Source: an optimization exercise on an open RTL-to-GDS flow (aim: small area). Production flows keep margins and buffers that such runs may drop.
At most, simulation tests tie the RTL to the original design; equivalence was not proved.
Power and IR drop assume default switching activity.

## lpf_cascade
module lpf_cascade	(	clk,
				rst,
				sample_clk,
				k,
				vin,
				vout,
				vout_valid);
input		clk;
input		rst;
input		sample_clk;
input	[3:0]	k;
input	[13:0]	vin;
output	[19:0]	vout;
output		vout_valid;
reg		vout_valid;
reg		sample_clk_old;
reg	[13:0]	vin_h;
reg	[3:0]	k_h;
reg	[2:0]	ph;
reg	[1:0]	clr_n;
reg		pend;
reg		run;
reg		run2;
reg	[19:0]	V0, V1, V2, V3, V4;
reg	[19:0]	W0, W1, W2, W3, W4;
reg	[20:0]	d_r;
wire		sample = sample_clk & !sample_clk_old;
wire		ph4 = (ph == 3'd4);
wire		clr = (clr_n != 2'd0);
wire	[19:0]	in = (ph4 & !clr) ? {vin_h, 6'b000000} : V1;
wire	[20:0]	d;
wire	[19:0]	vn;
lpf_stage_sub	SUB	(	.in(in),
				.w(W0),
				.v(V0),
				.k(k_h),
				.d(d));
lpf_stage_acc	ACC	(	.v(V4),
				.d(d_r),
				.k(k_h),
				.vn(vn));
assign vout = V3;
always @(posedge clk) begin
	sample_clk_old <= sample_clk & !rst;
	if (sample)
		vin_h <= vin;
	if (rst)
		k_h <= 4'd0;
	else if (sample)
		k_h <= k;
	if (rst) begin
		ph <= 3'd3;
		clr_n <= 2'd2;
		pend <= 1'b0;
		run <= 1'b0;
		run2 <= 1'b0;
		vout_valid <= 1'b0;
	end else begin
		ph <= ph4 ? 3'd0 : ph + 3'd1;
		if (ph4) begin
			if (clr)
				clr_n <= clr_n - 2'd1;
			run <= (pend | sample) & (clr_n[1] == 1'b0);
			pend <= (pend | sample) & clr_n[1];
		end else begin
			pend <= pend | sample;
		end
		run2 <= run;
		vout_valid <= run2 & (ph == 3'd1);
	end
	d_r <= d & {21{run}};
	V0 <= V1;
	V1 <= V2;
	V2 <= V3;
	V3 <= (rst | clr) ? 20'd0 : vn;
	V4 <= V0;
	W0 <= W1;
	W1 <= W2;
	W2 <= W3;
	W3 <= W4;
  ...
Size: about 640 cells after synthesis, roughly 250 flip-flops, about 42 I/O pins, roughly 8500 um^2 of cells after synthesis.
clock: 10.0 ns
lec_check: 0
abc_area: 0
cap_margin: 20
core_margin: 2
core_utilization: 65
place_density: 0.8
slew_margin: 20
standard.sh (not shown) runs the stock make flow with config.mk's settings and CLKGATE_MAP_FILE= SYNTH_SCRIPT=/design/flow/synth_recipe.tcl, a recipe that flattens the netlist after the stock synthesis.
==> flow/flow/run.sh <==
#!/bin/bash
# Standard ORFS layout (the standard.sh) with a single small buffer on
# each port and a clock tree built from small clock buffers without dummy
# loads. Each tool's output goes to standard.log.
set -euo pipefail
export BUFFER_PORTS_ARGS="-buffer_cell sky130_fd_sc_hd__buf_1"
export CTS_ARGS="-sink_clustering_enable -repair_clock_nets -dont_use_dummy_load -buf_list {sky130_fd_sc_hd__clkbuf_4} -sink_clustering_size 10 -sink_clustering_max_diameter 40"
bash standard.sh > standard.log 2>&1
The starting point went through all stages and came out clean.
Rerun with:
ABC_AREA = 1   (was 0)
Effect: Final area went down by 1.2%; setup slack got worse by 74 ps; routed wire length is higher by 0.64%; area after synthesis decreases by 0.58%; core utilization decreases by 0.56 points; clock-buffer cell count decreases by 2; global-route usage goes up by 0.59 points; combinational power went up by 37%; total power is higher by 0.56%; sequential share of layout area goes up by 0.67 points.
No run of this note included a check of the RTL's function; only the layout flow was run.

---

## run 1
lpf_cascade, a different RTL version from the one above (not shown whole).
For scale: roughly 660 cells after synthesis, roughly 250 flip-flops, about 42 I/O pins, ~8600 um^2 of cells after synthesis.
## lpf_cascade
module lpf_cascade	(	clk,
				rst,
				sample_clk,
				k,
				vin,
				vout,
				vout_valid);
export LEC_CHECK = 0
export CAP_MARGIN = 20
export CORE_MARGIN = 2
export CORE_UTILIZATION = 40
export PLACE_DENSITY = 0.6
export SLEW_MARGIN = 20
create_clock -name core_clock -period 10.0 [get_ports {clk}]
run.sh (not shown) runs the stock make flow with config.mk's settings and CLKGATE_MAP_FILE= SYNTH_SCRIPT=/design/flow/synth_recipe.tcl, a recipe that flattens the netlist after the stock synthesis.
Stock flow here: none of the scripts above is used.
What run 2 does differently from run 1 at the input level:
Settings: ABC_AREA newly set to 1; CTS_BUF_LIST newly set to sky130_fd_sc_hd__clkbuf_4.
==> results.txt <==
Relative to run 1, worst slew slack as a fraction of its limit has increased by 14 points in run 2.
For the highest net fanout along the worst path, run 2 came in 1 lower than run 1 did.
Proportion of power drawn by the clock network, run 1 and run 2: smaller value in run 2
The following lists how run 3 was set up differently from run 2:
Settings: CTS_BUF_LIST: sky130_fd_sc_hd__clkbuf_4 -> sky130_fd_sc_hd__clkbuf_2; CTS_CLUSTER_SIZE: unset -> 20; PLACE_DENSITY: 0.6 -> 0.75; CORE_UTILIZATION: 40 -> 60.
## What came out
- Run 3 reached the final stage; the timing, design-rule and antenna checks on its layout passed.
- Proportion of power drawn by the clock network was higher in the run labelled run 2.
- On routing usage on met1: run 3 sits above run 2.
- Changes observed in run 3 relative to run 2: sequential share of layout area up 2.4 points, area fraction of clock buffers and clock inverters down 2.6 points, clock insertion delay at the later pin of the skew report up 0.18 ns, number of cells after detailed placement down 103.
- Logic depth of the worst setup path including buffers | run 3 below run 2
- Run 3: met1 wire length is 0.96% higher than what run 2 reported.
- When run 3 is measured against run 2, its final critical-path required period turns out 0.068 ns higher.
- | worst setup slack | run 3 vs run 2 | worse |
Inputs modified between run 3 and run 4:
Settings: CORE_UTILIZATION: 60 -> 40; PLACE_DENSITY: 0.75 -> 0.6; CTS_CLUSTER_SIZE: 20 -> unset; CTS_BUF_LIST: sky130_fd_sc_hd__clkbuf_2 -> unset.
==> flow/flow/run.sh (new file) <==
#!/bin/bash
# Standard ORFS layout with smaller port buffers and a leaner clock tree.
set -euo pipefail
export BUFFER_PORTS_ARGS="-buffer_cell sky130_fd_sc_hd__buf_1"
export CTS_ARGS="-sink_clustering_enable -repair_clock_nets -dont_use_dummy_load -buf_list {sky130_fd_sc_hd__clkbuf_4 sky130_fd_sc_hd__clkbuf_8} -sink_clustering_size 20 -sink_clustering_max_diameter 60"
bash standard.sh > standard.log 2>&1
==> flow/standard.sh (new file) <==
#!/bin/bash
# synth_recipe.tcl (not shown) runs the flow's synth.tcl, then flattens the netlist and writes it again
# the make line also repeats each setting of config.mk as NAME=value (left out here)
make -C /OpenROAD-flow-scripts/flow DESIGN_CONFIG=/design/flow/config.mk WORK_HOME=/design/flow/orfs CLKGATE_MAP_FILE= SYNTH_SCRIPT=/design/flow/synth_recipe.tcl "${@:-finish}"
removed: flow/run.sh
Findings:
- Summary: post-layout total power, run 4 better than run 3
- [diff] worst-case hold slack, run 4 relative to run 3: regression
- Of run 4 and run 3, the run reporting the higher utilization after layout was run 3.
- Of run 4 and run 3, run 3 shows the lower post-placement setup slack, with run 4 above it.

---

onyx:
Another version of the RTL of lpf_cascade (not shown whole).
Size: ~600 cells after synthesis, about 230 flip-flops, about 42 I/O pins, ~7700 µm² of cells after synthesis.
clock: 10.0 ns
lec_check: 0
abc_area: 1
cap_margin: 20
core_margin: 2
core_utilization: 55
gpl_routability_driven: 0
gpl_timing_driven: 0
place_density: 0.7
slew_margin: 20
standard.sh (not shown) runs the stock make flow with config.mk's settings and CLKGATE_MAP_FILE= SYNTH_SCRIPT=/design/flow/synth_recipe.tcl, a recipe that flattens the netlist after the stock synthesis.
==> flow/flow/run.sh <==
#!/bin/bash
# The standard layout (standard.sh) with three changes:
#  - synthesis uses ORFS's own scripts unchanged except ABC's area script,
#    which maps for area only (amap) instead of map with buffering and
#    sizing for delay; registers are mapped exactly as the standard
#    synthesis maps them (dfflibmap runs before ABC);
#  - each port gets a single buf_1 buffer;
#  - the clock tree is built from clkbuf_4 cells without dummy loads.
# Each tool's output goes to its own log file in this folder.
set -euo pipefail
rm -rf scripts_local
cp -r "$FLOW_HOME/scripts" scripts_local
printf 'strash\ndch\namap -F 4 -A 8\ntopo\n' > scripts_local/abc_area.script
SCRIPTS_DIR="$PWD/scripts_local" bash standard.sh synth > synth.log 2>&1
export BUFFER_PORTS_ARGS="-buffer_cell sky130_fd_sc_hd__buf_1"
export CTS_ARGS="-sink_clustering_enable -repair_clock_nets -dont_use_dummy_load -buf_list {sky130_fd_sc_hd__clkbuf_4} -sink_clustering_size 10 -sink_clustering_max_diameter 40"
bash standard.sh > standard.log 2>&1
Here is what was changed in the inputs of sierra compared with onyx.
- swapping 55 for 65 in CORE_UTILIZATION
- swapping 0.7 for 0.8 in PLACE_DENSITY
Notes after the runs:
Die outline height (sierra / onyx): 0.922. In sierra the quantity of gates resized following cts turned out 1 lower than in onyx. Compared onyx against sierra; power per unit of standard cell area within noise. Compared to onyx, sierra leaves less free space in the core. Of onyx and sierra, the run reporting the lower standard cell core area was sierra. Routed wire in sierra totals less than in onyx.
Here is what was changed in the inputs of maple compared with sierra.
- a change of CORE_UTILIZATION from 65 to 55
- a change of PLACE_DENSITY from 0.8 to 0.7
--- a/flow/flow/run.sh
+++ b/flow/flow/run.sh
@@ -11,5 +11,5 @@
 rm -rf scripts_local
 cp -r "$FLOW_HOME/scripts" scripts_local
-printf 'strash\ndch\namap -F 4 -A 8\ntopo\n' > scripts_local/abc_area.script
+printf 'strash\ndch -f\namap\ntopo\n' > scripts_local/abc_area.script
 SCRIPTS_DIR="$PWD/scripts_local" bash standard.sh synth > synth.log 2>&1
 export BUFFER_PORTS_ARGS="-buffer_cell sky130_fd_sc_hd__buf_1"
==> comparison <==
On sequential fraction of the synthesis area, maple and sierra are basically level.
Diff sierra -> maple: cell area neither gained nor lost much, global-route wire length before repair neither gained nor lost much, simple-gate area share of the yosys netlist picked up an extra 1.2 points.
maple against sierra: tightest slew margin relative to the limit shows a reduction of 3.1 points, number of sequential storage elements now sits at about the same level.
No functional check of the RTL was part of any run of this note.

---

lpf_cascade, a different RTL version from the one above (not shown whole).
Design lpf_cascade, start of the top module:
module lpf_cascade	(	clk,
				rst,
				sample_clk,
				k,
				vin,
				vout,
				vout_valid);
==> flow/config.mk <==
export PLATFORM = sky130hd
export DESIGN_NAME = lpf_cascade
export DESIGN_NICKNAME = lpf_cascade
export VERILOG_FILES = /design/flow/design.v
export SDC_FILE = /design/flow/constraint.sdc
export NUM_CORES = 4
export LEC_CHECK = 0
export ABC_AREA = 1
export CAP_MARGIN = 20
export CORE_MARGIN = 2
export CORE_UTILIZATION = 65
export PLACE_DENSITY = 0.8
export SLEW_MARGIN = 20
==> flow/constraint.sdc <==
create_clock -name core_clock -period 10.0 [get_ports {clk}]
set_input_delay 2.0000 -clock core_clock [delete_from_list [all_inputs] [get_ports {clk}]]
set_output_delay 2.0000 -clock core_clock [all_outputs]
set_load 0.01 [all_outputs]
==> flow/flow/run.sh <==
#!/bin/bash
# The standard layout (standard.sh) with three changes:
#  - synthesis uses ORFS's own scripts unchanged except ABC's area script,
#    which maps for area only (amap) instead of map with buffering and
#    sizing for delay; registers are mapped exactly as the standard
#    synthesis maps them (dfflibmap runs before ABC);
#  - each port gets a single buf_1 buffer;
#  - the clock tree is built from clkbuf_4 cells without dummy loads.
# Each tool's output goes to its own log file in this folder.
set -euo pipefail
rm -rf scripts_local
cp -r "$FLOW_HOME/scripts" scripts_local
printf 'strash\\ndch -f\\namap\\ntopo\\n' > scripts_local/abc_area.script
SCRIPTS_DIR="$PWD/scripts_local" bash standard.sh synth > synth.log 2>&1
export BUFFER_PORTS_ARGS="-buffer_cell sky130_fd_sc_hd__buf_1"
export CTS_ARGS="-sink_clustering_enable -repair_clock_nets -dont_use_dummy_load -buf_list {sky130_fd_sc_hd__clkbuf_4} -sink_clustering_size 10 -sink_clustering_max_diameter 40"
bash standard.sh > standard.log 2>&1
The starting point aborted during synthesis.
Edit:
--- a/flow/flow/run.sh
+++ b/flow/flow/run.sh
@@ -11,7 +11,7 @@
 rm -rf scripts_local
 cp -r "$FLOW_HOME/scripts" scripts_local
-printf 'strash\\ndch -f\\namap\\ntopo\\n' > scripts_local/abc_area.script
+printf 'strash\ndch -f\namap\ntopo\n' > scripts_local/abc_area.script
 SCRIPTS_DIR="$PWD/scripts_local" bash standard.sh synth > synth.log 2>&1
 export BUFFER_PORTS_ARGS="-buffer_cell sky130_fd_sc_hd__buf_1"
-export CTS_ARGS="-sink_clustering_enable -repair_clock_nets -dont_use_dummy_load -buf_list {sky130_fd_sc_hd__clkbuf_4} -sink_clustering_size 10 -sink_clustering_max_diameter 40"
+export CTS_ARGS="-sink_clustering_enable -repair_clock_nets -dont_use_dummy_load -buf_list {sky130_fd_sc_hd__clkbuf_8} -sink_clustering_size 20 -sink_clustering_max_diameter 45"
 bash standard.sh > standard.log 2>&1
With this change the flow passed the timing, design-rule and antenna checks.
Edit:
--- a/flow/flow/run.sh
+++ b/flow/flow/run.sh
@@ -14,4 +14,4 @@
 SCRIPTS_DIR="$PWD/scripts_local" bash standard.sh synth > synth.log 2>&1
 export BUFFER_PORTS_ARGS="-buffer_cell sky130_fd_sc_hd__buf_1"
-export CTS_ARGS="-sink_clustering_enable -repair_clock_nets -dont_use_dummy_load -buf_list {sky130_fd_sc_hd__clkbuf_8} -sink_clustering_size 20 -sink_clustering_max_diameter 45"
+export CTS_ARGS="-sink_clustering_enable -repair_clock_nets -dont_use_dummy_load -buf_list {sky130_fd_sc_hd__clkbuf_4} -sink_clustering_size 10 -sink_clustering_max_diameter 40"
 bash standard.sh > standard.log 2>&1
CORE_UTILIZATION = 55   (was 65)
GPL_ROUTABILITY_DRIVEN = 0   (was default)
GPL_TIMING_DRIVEN = 0   (was default)
PLACE_DENSITY = 0.7   (was 0.8)
After rerunning: Final cell count goes up by 4.7%; register-to-register slack hardly moves; flip-flop and latch count is unchanged.
Edit:
==> flow/flow/run.sh (replaced) <==
#!/bin/bash
# Standard ORFS layout (the standard.sh) with a single small buffer on
# each port and a clock tree built from small clock buffers without dummy
# loads. Each tool's output goes to standard.log.
set -euo pipefail
export BUFFER_PORTS_ARGS="-buffer_cell sky130_fd_sc_hd__buf_1"
export CTS_ARGS="-sink_clustering_enable -repair_clock_nets -dont_use_dummy_load -buf_list {sky130_fd_sc_hd__clkbuf_4} -sink_clustering_size 10 -sink_clustering_max_diameter 40"
bash standard.sh > standard.log 2>&1
CORE_UTILIZATION = 65   (was 55)
GPL_ROUTABILITY_DRIVEN = default   (was 0)
GPL_TIMING_DRIVEN = default   (was 0)
PLACE_DENSITY = 0.8   (was 0.7)
The changed run passed the timing, design-rule and antenna checks.
Worst setup slack improves by 0.18 ns.
Die area went down by 11%.
Clock-buffer cell count went up by 1.
Wire length went up by about 13%.
Design area went up by 2.7%.
Utilization went up by 8.8 points.
Sequential share of layout area went down by 1.7 points.
Edit:
==> flow/flow/run.sh (replaced) <==
#!/bin/bash
# The standard layout (standard.sh) with three changes:
#  - synthesis uses ORFS's own scripts unchanged except ABC's area script,
#    which maps for area only (amap) instead of map with buffering and
#    sizing for delay; registers are mapped exactly as the standard
#    synthesis maps them (dfflibmap runs before ABC);
#  - each port gets a single buf_1 buffer;
#  - the clock tree is built from clkbuf_4 cells without dummy loads.
# Each tool's output goes to its own log file in this folder.
set -euo pipefail
rm -rf scripts_local
cp -r "$FLOW_HOME/scripts" scripts_local
printf 'strash\ndch -f\namap\ntopo\n' > scripts_local/abc_area.script
SCRIPTS_DIR="$PWD/scripts_local" bash standard.sh synth > synth.log 2>&1
export BUFFER_PORTS_ARGS="-buffer_cell sky130_fd_sc_hd__buf_1"
export CTS_ARGS="-sink_clustering_enable -repair_clock_nets -dont_use_dummy_load -buf_list {sky130_fd_sc_hd__clkbuf_4} -sink_clustering_size 10 -sink_clustering_max_diameter 40"
bash standard.sh > standard.log 2>&1
GPL_TIMING_DRIVEN = 0   (was default)
Flip-flop and latch count is unchanged.
Final cell count went down by about 18%.
Combinational power went up by 32%.
Register-to-register slack got worse by 0.20 ns.
Synthesized area went down by about 5%.
Worst setup slack got worse by 0.20 ns.
Edit:
--- a/flow/flow/run.sh
+++ b/flow/flow/run.sh
@@ -14,4 +14,4 @@
 SCRIPTS_DIR="$PWD/scripts_local" bash standard.sh synth > synth.log 2>&1
 export BUFFER_PORTS_ARGS="-buffer_cell sky130_fd_sc_hd__buf_1"
-export CTS_ARGS="-sink_clustering_enable -repair_clock_nets -dont_use_dummy_load -buf_list {sky130_fd_sc_hd__clkbuf_4} -sink_clustering_size 10 -sink_clustering_max_diameter 40"
+export CTS_ARGS="-sink_clustering_enable -repair_clock_nets -dont_use_dummy_load -buf_list {sky130_fd_sc_hd__clkbuf_16} -sink_clustering_size 40 -sink_clustering_max_diameter 60"
 bash standard.sh > standard.log 2>&1
GPL_TIMING_DRIVEN = default   (was 0)
Utilization climbs by 1.0 points; non-clock buffer count climbs by 10; register-to-register slack stays flat; final cell count drops by 0.75%.

-- what the ideal ports hide --
The results above use ideal ports. As a check the final layouts listed here were re-extracted and re-timed, cells and wires unchanged.
Step 1 sets driving cells, clkbuf_16 on the clock port and buf_2 on the other inputs (assumed; they add their load-dependent delay and slew).
Step 2 times the ports against the registers' clock, not the clock port: input delays grow and output delays shrink by t, the midpoint of the rising clock arrivals with the driver on.
Three values: ideal, step 1, step 2; two values: the first two.
| run | t (ns) | setup slack, ns | slew at the worst register clock pin (ns) |
|---|---|---|---|
| the first run of note 1 | 0.674 | 0.535 / 0.535 / 0.535 | 0.11 / 0.11 |
| the second run of note 1 | 0.644 | 0.461 / 0.461 / 0.461 | 0.11 / 0.11 |
| run 1 | 0.569 | 0.377 / 0.377 / 0.377 | 0.07 / 0.07 |
| run 2 | 0.680 | 0.405 / 0.405 / 0.405 | 0.07 / 0.07 |
| run 3 | 0.849 | 0.336 / 0.336 / 0.336 | 0.12 / 0.12 |
| run 4 | 0.530 | 0.367 / 0.367 / 0.367 | 0.12 / 0.12 |
| onyx | 0.664 | 0.301 / 0.301 / 0.301 | 0.11 / 0.11 |
| sierra | 0.653 | 0.325 / 0.325 / 0.325 | 0.11 / 0.11 |
| maple | 0.667 | 0.216 / 0.216 / 0.216 | 0.11 / 0.11 |
| the second run of note 4 | 0.531 | 0.353 / 0.353 / 0.353 | 0.11 / 0.11 |
| the third run of note 4 | 0.661 | 0.360 / 0.360 / 0.360 | 0.11 / 0.11 |
| the fourth run of note 4 | 0.655 | 0.536 / 0.536 / 0.536 | 0.10 / 0.10 |
| the fifth run of note 4 | 0.657 | 0.335 / 0.335 / 0.335 | 0.10 / 0.10 |
| the sixth run of note 4 | 0.497 | 0.343 / 0.343 / 0.343 | 0.10 / 0.10 |
After both steps every run listed still meets setup and hold.
